This design comes from an exercise in tuning for a short achievable clock period and few clock cycles on the open sky130 flow, not from production work.
In this exercise RTL edits were held to simulation tests only and were not proved equivalent to the original.
Power figures rest on the tool's default switching activity, not on a simulated workload.

==> inputs of build 36 <==
==> flow/design.v (excerpt) <==
module encryption_engine (
    input wire sysclk,
    input wire arduino_execute,
    output reg arduino_isfinished,
    input wire arduino_reset,
    input wire [7:0] mem_src_dout,
    output reg mem_src_clk,
    output wire mem_src_oce,
    output reg mem_src_ce,
    output reg mem_src_wre,
    output reg [13:0] mem_src_ad,
    output reg [7:0] mem_src_din,
    input wire [7:0] mem_key_dout,
    output reg mem_key_clk,
    output wire mem_key_oce,
    output reg mem_key_ce,
    output reg mem_key_wre,
    output reg [13:0] mem_key_ad,
    output reg [7:0] mem_key_din,
    input wire [7:0] mem_cmd_dout,
    output reg mem_cmd_clk,
    output wire mem_cmd_oce,
    output reg mem_cmd_ce,
    output reg mem_cmd_wre,
    output reg [13:0] mem_cmd_ad,
    output reg [7:0] mem_cmd_din,
    input wire [7:0] mem_dst_dout,
    output reg mem_dst_clk,
    output wire mem_dst_oce,
    output reg mem_dst_ce,
    output reg mem_dst_wre,
    output reg [13:0] mem_dst_ad,
    output reg [7:0] mem_dst_din,
    input wire [7:0] mem_ram_dout,
    output reg mem_ram_clk,
    output wire mem_ram_oce,
    output reg mem_ram_ce,
    output reg mem_ram_wre,
    output reg [13:0] mem_ram_ad,
    output reg [7:0] mem_ram_din
);
clock: 6.0 ns
lec_check: 0
abc_clock_period_in_ps: 2000
cap_margin: 20
core_margin: 2
core_utilization: 40
setup_slack_margin: 4.0
slew_margin: 20
run.sh (not shown) runs the stock make flow with config.mk's settings and CLKGATE_MAP_FILE= SYNTH_SCRIPT=/design/flow/synth_recipe.tcl, a recipe that flattens the netlist after the stock synthesis.
==> inputs of trial 72, as changes to build 36 <==
Settings changed: CORE_UTILIZATION 40 to 65, SETUP_SLACK_MARGIN 4.0 to 3.7.
==> inputs of build 65, as changes to build 36 <==
Settings changed: CORE_UTILIZATION 40 to 65, CTS_CLUSTER_DIAMETER from default to 100, CTS_CLUSTER_SIZE from default to 22, SETUP_SLACK_MARGIN 4.0 to 3.7.
==> qor summary <==
|  | build 36 | trial 72 | build 65 |
|---|---|---|---|
| Status | finished clean | finished clean | finished clean |
| Net Sw Power | 2.55 mW | 2.18 mW | 1.80 mW |
| Met2 GRT Util | 0.454 | 0.617 | 0.612 |
| Hold wc startpoint | mem_ram_clk | mem_key_clk | mem_dst_clk |
| Clock power share | 0.507 | 0.488 | 0.363 |
| Signal arrival time at the worst endpoint | 1.24 ns | 2.89 ns | 2.93 ns |
| Power per unit of standard cell area | 210 nW/um2 | 235 nW/um2 | 196 nW/um2 |
| Die area | 92100 um2 | 57100 um2 | 57100 um2 |
| Final critical path time including I/O delays and setup | 2.44 ns | 2.41 ns | 2.40 ns |
| Routed length per placed instance | 26.3 um | 24.2 um | 24.2 um |
| Critical path's slowest cell | dfxtp_4 | o311a_4 | o21ai_0 |
| Internal cell power | 7.98 mW | 7.61 mW | 6.04 mW |
| Via density per instance | 6.04 | 6.41 | 6.41 |
| Die height | 304 um | 239 um | 239 um |
| Worst reg2reg startpoint | nopr[0] | nopr[0] | c1 |
| Via count | 35700 | 32900 | 32400 |
| Number of cell rows | 109 | 86 | 86 |
| Comb pwr | 0.452 mW | 0.268 mW | 0.262 mW |
| Clock buffers | 116 | 107 | 40 |
| Area fraction of clock buffers and clock inverters | 0.0575 | 0.0601 | 0.0267 |
| CP Launch Point | mem_cmd_ce | nopr[0] | c1 |
| Area of combinational cells with multiple inputs | 23900 um2 | 21100 um2 | 21000 um2 |
| Portion of total power attributed to combinational logic | 0.043 | 0.027 | 0.033 |
| Final Instance Count excl. Fillers | 5908 | 5139 | 5052 |
| Data required time of the critical path | 4.80 ns | 6.48 ns | 6.54 ns |
| Power, Total | 10.5 mW | 9.78 mW | 7.85 mW |
| Fraction of layout cells with a size suffix above 1 | 0.294 | 0.143 | 0.130 |
Testbench counts of build 36, summed over its fixed seeds: cycles 787,772.
Testbench counts of trial 72, summed over its fixed seeds: cycles 787,772.
Testbench counts of build 65, summed over its fixed seeds: cycles 787,772.

* * *

==> run a <==
==> flow/design.v <==
module encryption_engine (
    input wire sysclk,
    input wire arduino_execute,
    output reg arduino_isfinished,
    input wire arduino_reset,
    input wire [7:0] mem_src_dout,
    output reg mem_src_clk,
    output wire mem_src_oce,
    output reg mem_src_ce,
    output reg mem_src_wre,
    output reg [13:0] mem_src_ad,
    output reg [7:0] mem_src_din,
    input wire [7:0] mem_key_dout,
    output reg mem_key_clk,
    output wire mem_key_oce,
    output reg mem_key_ce,
    output reg mem_key_wre,
    output reg [13:0] mem_key_ad,
    output reg [7:0] mem_key_din,
    input wire [7:0] mem_cmd_dout,
    output reg mem_cmd_clk,
    output wire mem_cmd_oce,
    output reg mem_cmd_ce,
    output reg mem_cmd_wre,
    output reg [13:0] mem_cmd_ad,
    output reg [7:0] mem_cmd_din,
    input wire [7:0] mem_dst_dout,
    output reg mem_dst_clk,
    output wire mem_dst_oce,
    output reg mem_dst_ce,
    output reg mem_dst_wre,
    output reg [13:0] mem_dst_ad,
    output reg [7:0] mem_dst_din,
    input wire [7:0] mem_ram_dout,
    output reg mem_ram_clk,
    output wire mem_ram_oce,
    output reg mem_ram_ce,
    output reg mem_ram_wre,
    output reg [13:0] mem_ram_ad,
    output reg [7:0] mem_ram_din
);
    assign mem_src_oce = 1'b0;
    assign mem_key_oce = 1'b0;
    assign mem_cmd_oce = 1'b0;
    assign mem_dst_oce = 1'b0;
    assign mem_ram_oce = 1'b0;
    localparam S_IDLE  = 3'd0;    
    localparam S_RD    = 3'd1;    
    localparam S_DEC   = 3'd2;    
    localparam S_BULK  = 3'd3;    
    localparam S_WR    = 3'd4;    
    localparam S_DONE  = 3'd5;    
    reg        ph;                
    reg        exe_r;
    reg [2:0]  state;
    reg [13:0] pc;
    reg [7:0]  opc;               
    reg [1:0]  nopr;              
    reg [7:0]  reg_bank_select;
    reg [15:0] lfsr;
    reg [7:0]  imm;               
    reg [7:0] r_src, r_key, r_cmd, r_dst, r_ram;
    reg [13:0] ar;                
    reg [13:0] a1;                
    reg        rv;                
    reg        p1;                
    reg [4:0]  sel_a, sel_b;      
    reg [4:0]  wr;                
    reg        is35, is22;
    wire [15:0] l8 = {lfsr[7:0],
                      lfsr[14]^lfsr[12]^lfsr[11]^lfsr[9],
                      lfsr[13]^lfsr[11]^lfsr[10]^lfsr[8],
                      lfsr[12]^lfsr[10]^lfsr[9]^lfsr[7],
                      lfsr[11]^lfsr[9]^lfsr[8]^lfsr[6],
                      lfsr[10]^lfsr[8]^lfsr[7]^lfsr[5],
                      lfsr[9]^lfsr[7]^lfsr[6]^lfsr[4],
                      lfsr[8]^lfsr[6]^lfsr[5]^lfsr[3],
                      lfsr[7]^lfsr[5]^lfsr[4]^lfsr[2]};
    wire [7:0] key = {l8[0], l8[1], l8[2], l8[3], l8[4], l8[5], l8[6], l8[7]};
    function [7:0] pick;
        input [4:0] s;
        input [7:0] d0, d1, d2, d3, d4;
        pick = ({8{s[0]}} & d0) | ({8{s[1]}} & d1) | ({8{s[2]}} & d2) |
               ({8{s[3]}} & d3) | ({8{s[4]}} & d4);
    endfunction
    wire [7:0] va = pick(sel_a, r_src, r_key, r_cmd, r_dst, r_ram);
    wire [7:0] vb = pick(sel_b, r_src, r_key, r_cmd, r_dst, r_ram);
    wire [7:0] wdata = va ^ vb ^ (is35 ? key : 8'd0) ^ (is22 ? imm : 8'd0);
    function [4:0] onehot4;
        input [1:0] b;
        onehot4 = {1'b0, b == 2'd3, b == 2'd2, b == 2'd1, b == 2'd0};
    endfunction
    wire [4:0] bank_a = onehot4(reg_bank_select[7:6]);
    wire [4:0] bank_b = onehot4(reg_bank_select[5:4]);
    wire [4:0] bank_c = onehot4(reg_bank_select[3:2]);
    wire [13:0] pc1 = pc + 14'd1;
    wire [13:0] an = ar + 14'd1;
    always @(posedge sysclk) begin
        r_src <= mem_src_dout;
        r_key <= mem_key_dout;
        r_cmd <= mem_cmd_dout;
        r_dst <= mem_dst_dout;
        r_ram <= mem_ram_dout;
    end
    always @(posedge sysclk) begin
        if (arduino_reset) begin
            ph <= 1'b0;
            mem_src_clk <= 1'b0;
            mem_key_clk <= 1'b0;
            mem_cmd_clk <= 1'b0;
            mem_dst_clk <= 1'b0;
            mem_ram_clk <= 1'b0;
            exe_r <= 1'b0;
        end else begin
            ph <= ~ph;
            mem_src_clk <= ~ph;
            mem_key_clk <= ~ph;
            mem_cmd_clk <= ~ph;
            mem_dst_clk <= ~ph;
            mem_ram_clk <= ~ph;
            exe_r <= arduino_execute;
        end
    end
    always @(posedge sysclk) begin
        if (arduino_reset) begin
            arduino_isfinished <= 1'b0;
            state <= S_IDLE;
            pc <= 14'd0;
            opc <= 8'd0;
            nopr <= 2'd0;
            reg_bank_select <= 8'd0;
            lfsr <= 16'd0;
            imm <= 8'd0;
            ar <= 14'd0;
            a1 <= 14'd0;
            rv <= 1'b0;
            p1 <= 1'b0;
            sel_a <= 5'd0;
            sel_b <= 5'd0;
            wr <= 5'd0;
            is35 <= 1'b0;
            is22 <= 1'b0;
            mem_src_ce <= 1'b0; mem_src_wre <= 1'b0; mem_src_ad <= 14'd0; mem_src_din <= 8'd0;
            mem_key_ce <= 1'b0; mem_key_wre <= 1'b0; mem_key_ad <= 14'd0; mem_key_din <= 8'd0;
            mem_cmd_ce <= 1'b0; mem_cmd_wre <= 1'b0; mem_cmd_ad <= 14'd0; mem_cmd_din <= 8'd0;
            mem_dst_ce <= 1'b0; mem_dst_wre <= 1'b0; mem_dst_ad <= 14'd0; mem_dst_din <= 8'd0;
            mem_ram_ce <= 1'b0; mem_ram_wre <= 1'b0; mem_ram_ad <= 14'd0; mem_ram_din <= 8'd0;
        end else if (ph) begin
            case (state)
                S_IDLE: begin
                    arduino_isfinished <= 1'b0;
                    if (exe_r) begin
                        pc <= 14'd0;
                        nopr <= 2'd0;
                        mem_cmd_ad <= 14'd0;
                        mem_cmd_ce <= 1'b1;
                        state <= S_RD;
                    end
                end
                S_RD: state <= S_DEC;
                S_DEC: begin
                    if (nopr == 2'd0) opc <= r_cmd;
                    case (nopr == 2'd0 ? r_cmd : opc)
                        8'h01: begin
                            mem_cmd_ce <= 1'b0;
                            arduino_isfinished <= 1'b1;
                            state <= S_DONE;
                        end
                        8'h19: begin
                            mem_cmd_ce <= 1'b0;
                            mem_dst_ad <= 14'd0;
                            mem_dst_din <= reg_bank_select;
                            mem_dst_ce <= 1'b1;
                            mem_dst_wre <= 1'b1;
                            nopr <= 2'd1;
                            state <= S_WR;
                        end
                        8'h20: begin
                            if (nopr == 2'd0) begin
                                nopr <= 2'd1;
                                pc <= pc1;
                                mem_cmd_ad <= pc1;
                                state <= S_RD;
                            end else begin
                                reg_bank_select <= r_cmd;
                                nopr <= 2'd0;
                                pc <= pc1;
                                mem_cmd_ad <= pc1;
                                state <= S_RD;
                            end
                        end
                        8'h31: begin
                            if (nopr == 2'd1) lfsr[15:8] <= r_cmd;
                            if (nopr == 2'd2) begin
                                lfsr[7:0] <= r_cmd;
                                nopr <= 2'd0;
                            end else begin
                                nopr <= nopr + 2'd1;
                            end
                            pc <= pc1;
                            mem_cmd_ad <= pc1;
                            state <= S_RD;
                        end
                        8'h33: begin
                            lfsr <= {lfsr[14:0], lfsr[14]^lfsr[12]^lfsr[11]^lfsr[9]};
                            pc <= pc1;
                            mem_cmd_ad <= pc1;
                            state <= S_RD;
                        end
                        8'h34: begin
                            mem_cmd_ce <= 1'b0;
                            mem_dst_ad <= 14'd0;
                            mem_dst_din <= lfsr[15:8];
                            mem_dst_ce <= 1'b1;
                            mem_dst_wre <= 1'b1;
                            nopr <= 2'd2;
                            state <= S_WR;
                        end
                        8'h22, 8'h24, 8'h25, 8'h26, 8'h30, 8'h35: begin
                            if ((nopr == 2'd0) && (r_cmd == 8'h22)) begin
                                nopr <= 2'd1;
                                pc <= pc1;
                                mem_cmd_ad <= pc1;
                                state <= S_RD;
                            end else begin
                                if (nopr != 2'd0) imm <= r_cmd;
                                nopr <= 2'd0;
                                is22 <= (opc == 8'h22) && (nopr != 2'd0);
                                is35 <= (r_cmd == 8'h35) && (nopr == 2'd0);
                                case (nopr == 2'd0 ? r_cmd : 8'h22)
                                    8'h22: begin sel_a <= 5'd0;  sel_b <= 5'd0;   wr <= bank_a; end
                                    8'h24: begin sel_a <= bank_a; sel_b <= 5'd0;  wr <= bank_b; end
                                    8'h25: begin sel_a <= bank_a; sel_b <= 5'd0;  wr <= 5'b10000; end
                                    8'h26: begin sel_a <= 5'b10000; sel_b <= 5'd0; wr <= bank_a; end
                                    8'h30: begin sel_a <= bank_a; sel_b <= bank_b; wr <= bank_c; end
                                    default: begin sel_a <= bank_a; sel_b <= 5'd0; wr <= bank_b; end
                                endcase
                                mem_src_ad <= 14'd0; mem_key_ad <= 14'd0; mem_cmd_ad <= 14'd0;
                                mem_dst_ad <= 14'd0; mem_ram_ad <= 14'd0;
                                mem_src_ce <= 1'b1; mem_key_ce <= 1'b1; mem_cmd_ce <= 1'b1;
                                mem_dst_ce <= 1'b1; mem_ram_ce <= 1'b1;
                                ar <= 14'd0;
                                rv <= 1'b1;
                                p1 <= 1'b0;
                                state <= S_BULK;
                            end
                        end
                        default: begin
                            pc <= pc1;
                            mem_cmd_ad <= pc1;
                            state <= S_RD;
                        end
                    endcase
                end
                S_WR: begin
                    if (nopr == 2'd2) begin
                        mem_dst_ad <= 14'd1;
                        mem_dst_din <= lfsr[7:0];
                        nopr <= 2'd1;
                    end else begin
                        mem_dst_ce <= 1'b0;
                        mem_dst_wre <= 1'b0;
                        nopr <= 2'd0;
                        pc <= pc1;
                        mem_cmd_ad <= pc1;
                        mem_cmd_ce <= 1'b1;
                        state <= S_RD;
                    end
                end
                S_BULK: begin
                    ar <= an;
                    if (ar == 14'h3fff) rv <= 1'b0;
                    p1 <= rv;
                    a1 <= ar;
                    if (is35 && p1) lfsr <= l8;
                    if (wr[0]) begin mem_src_ad <= a1; mem_src_din <= wdata; mem_src_wre <= 1'b1; mem_src_ce <= p1; end
                    else begin mem_src_ad <= an; mem_src_ce <= rv; end
                    if (wr[1]) begin mem_key_ad <= a1; mem_key_din <= wdata; mem_key_wre <= 1'b1; mem_key_ce <= p1; end
                    else begin mem_key_ad <= an; mem_key_ce <= rv; end
                    if (wr[3]) begin mem_dst_ad <= a1; mem_dst_din <= wdata; mem_dst_wre <= 1'b1; mem_dst_ce <= p1; end
                    else begin mem_dst_ad <= an; mem_dst_ce <= rv; end
                    if (wr[4]) begin mem_ram_ad <= a1; mem_ram_din <= wdata; mem_ram_wre <= 1'b1; mem_ram_ce <= p1; end
                    else begin mem_ram_ad <= an; mem_ram_ce <= rv; end
                    mem_cmd_ad <= an;
                    mem_cmd_ce <= rv;
                    if (!rv && !p1) begin
                        mem_src_wre <= 1'b0; mem_key_wre <= 1'b0;
                        mem_dst_wre <= 1'b0; mem_ram_wre <= 1'b0;
                        mem_src_ce <= 1'b0; mem_key_ce <= 1'b0;
                        mem_dst_ce <= 1'b0; mem_ram_ce <= 1'b0;
                        pc <= pc1;
                        mem_cmd_ad <= pc1;
                        mem_cmd_ce <= 1'b1;
                        state <= S_RD;
                    end
                end
                S_DONE: begin
                    if (!exe_r) begin
                        arduino_isfinished <= 1'b0;
                        state <= S_IDLE;
                    end
                end
                default: state <= S_IDLE;
            endcase
        end
    end
endmodule
==> flow/run.sh <==
#!/bin/bash
# synth_recipe.tcl (not shown) runs the flow's synth.tcl, then flattens the netlist and writes it again
# the make line also repeats each setting of config.mk as NAME=value (left out here)
make -C /OpenROAD-flow-scripts/flow DESIGN_CONFIG=/design/flow/config.mk WORK_HOME=/design/flow/orfs CLKGATE_MAP_FILE= SYNTH_SCRIPT=/design/flow/synth_recipe.tcl finish
==> flow/config.mk <==
export PLATFORM = sky130hd
export DESIGN_NAME = encryption_engine
export DESIGN_NICKNAME = encryption_engine
export VERILOG_FILES = /design/flow/design.v
export SDC_FILE = /design/flow/constraint.sdc
export NUM_CORES = 4
export LEC_CHECK = 0
export ABC_CLOCK_PERIOD_IN_PS = 2000
export CAP_MARGIN = 20
export CORE_MARGIN = 2
export CORE_UTILIZATION = 40
export SETUP_SLACK_MARGIN = 4.0
export SLEW_MARGIN = 20
==> flow/constraint.sdc <==
create_clock -name core_clock -period 6.0 [get_ports {sysclk}]
set_input_delay 1.2000 -clock core_clock [delete_from_list [all_inputs] [get_ports {sysclk}]]
set_output_delay 1.2000 -clock core_clock [all_outputs]
set_load 0.01 [all_outputs]
==> run b: changes against run a <==
ABC_CLOCK_PERIOD_IN_PS = unset   (was 2000)
SETUP_SLACK_MARGIN = unset   (was 4.0)
==> run c: changes against run a <==
ABC_CLOCK_PERIOD_IN_PS = 2500   (was 2000)
SETUP_SLACK_MARGIN = 3.0   (was 4.0)
==> notes <==
Run b completed without violations. Run a completed without violations. Run c produced a clean layout.
Synthesized area is the same in run a and run c.
Of run b and run a, run a has the higher worst setup slack (gap 1.2 ns).
Of run a and run c, run a has the higher combinational power (gap 69%, measured against run c).
Global-route usage: run a > run c > run b.
Testbench counts of run a, summed over its fixed seeds: cycles 1,574,018.
Testbench counts of run b, summed over its fixed seeds: cycles 1,574,018.
Testbench counts of run c, summed over its fixed seeds: cycles 1,574,018.

## port drivers added, routing unchanged
Ports are ideal in the flow. The routed layouts listed here were re-timed in OpenROAD.
Step 1: set_driving_cell puts a clkbuf_16 on sysclk and a buf_2 on each other input, an assumption about the parent block.
Step 2 adds t to the input delays and takes it off the output delays; t is the mean of the earliest and latest rising clock arrival at the registers after step 1. Input paths then give back, and output paths get back, about the clock's delay inside the block.
a / b / c = no drivers / after step 1 / after step 2; a / b = the first two.
| run | t (ns) | setup WS [ns] | hold WS [ns] |
|---|---|---|---|
| build 36 | 0.739 | 3.559 / 3.495 / 3.031 | 0.408 / 0.408 / 0.408 |
| trial 72 | 0.679 | 3.595 / 3.595 / 3.092 | 0.394 / 0.394 / 0.394 |
| build 65 | 0.663 | 3.603 / 3.603 / 3.025 | 0.390 / 0.390 / 0.390 |
| run a | 0.592 | 3.405 / 3.405 / 2.855 | 0.464 / 0.464 / 0.464 |
| run b | 0.587 | 2.213 / 2.213 / 2.016 | 0.457 / 0.457 / 0.457 |
| run c | 0.589 | 3.058 / 3.012 / 2.463 | 0.457 / 0.457 / 0.457 |
After both steps setup and hold are still met in every run listed. For run c, which loses most, drivers alone change the setup slack by -0.046 ns; drivers and shift together by -0.595 ns.
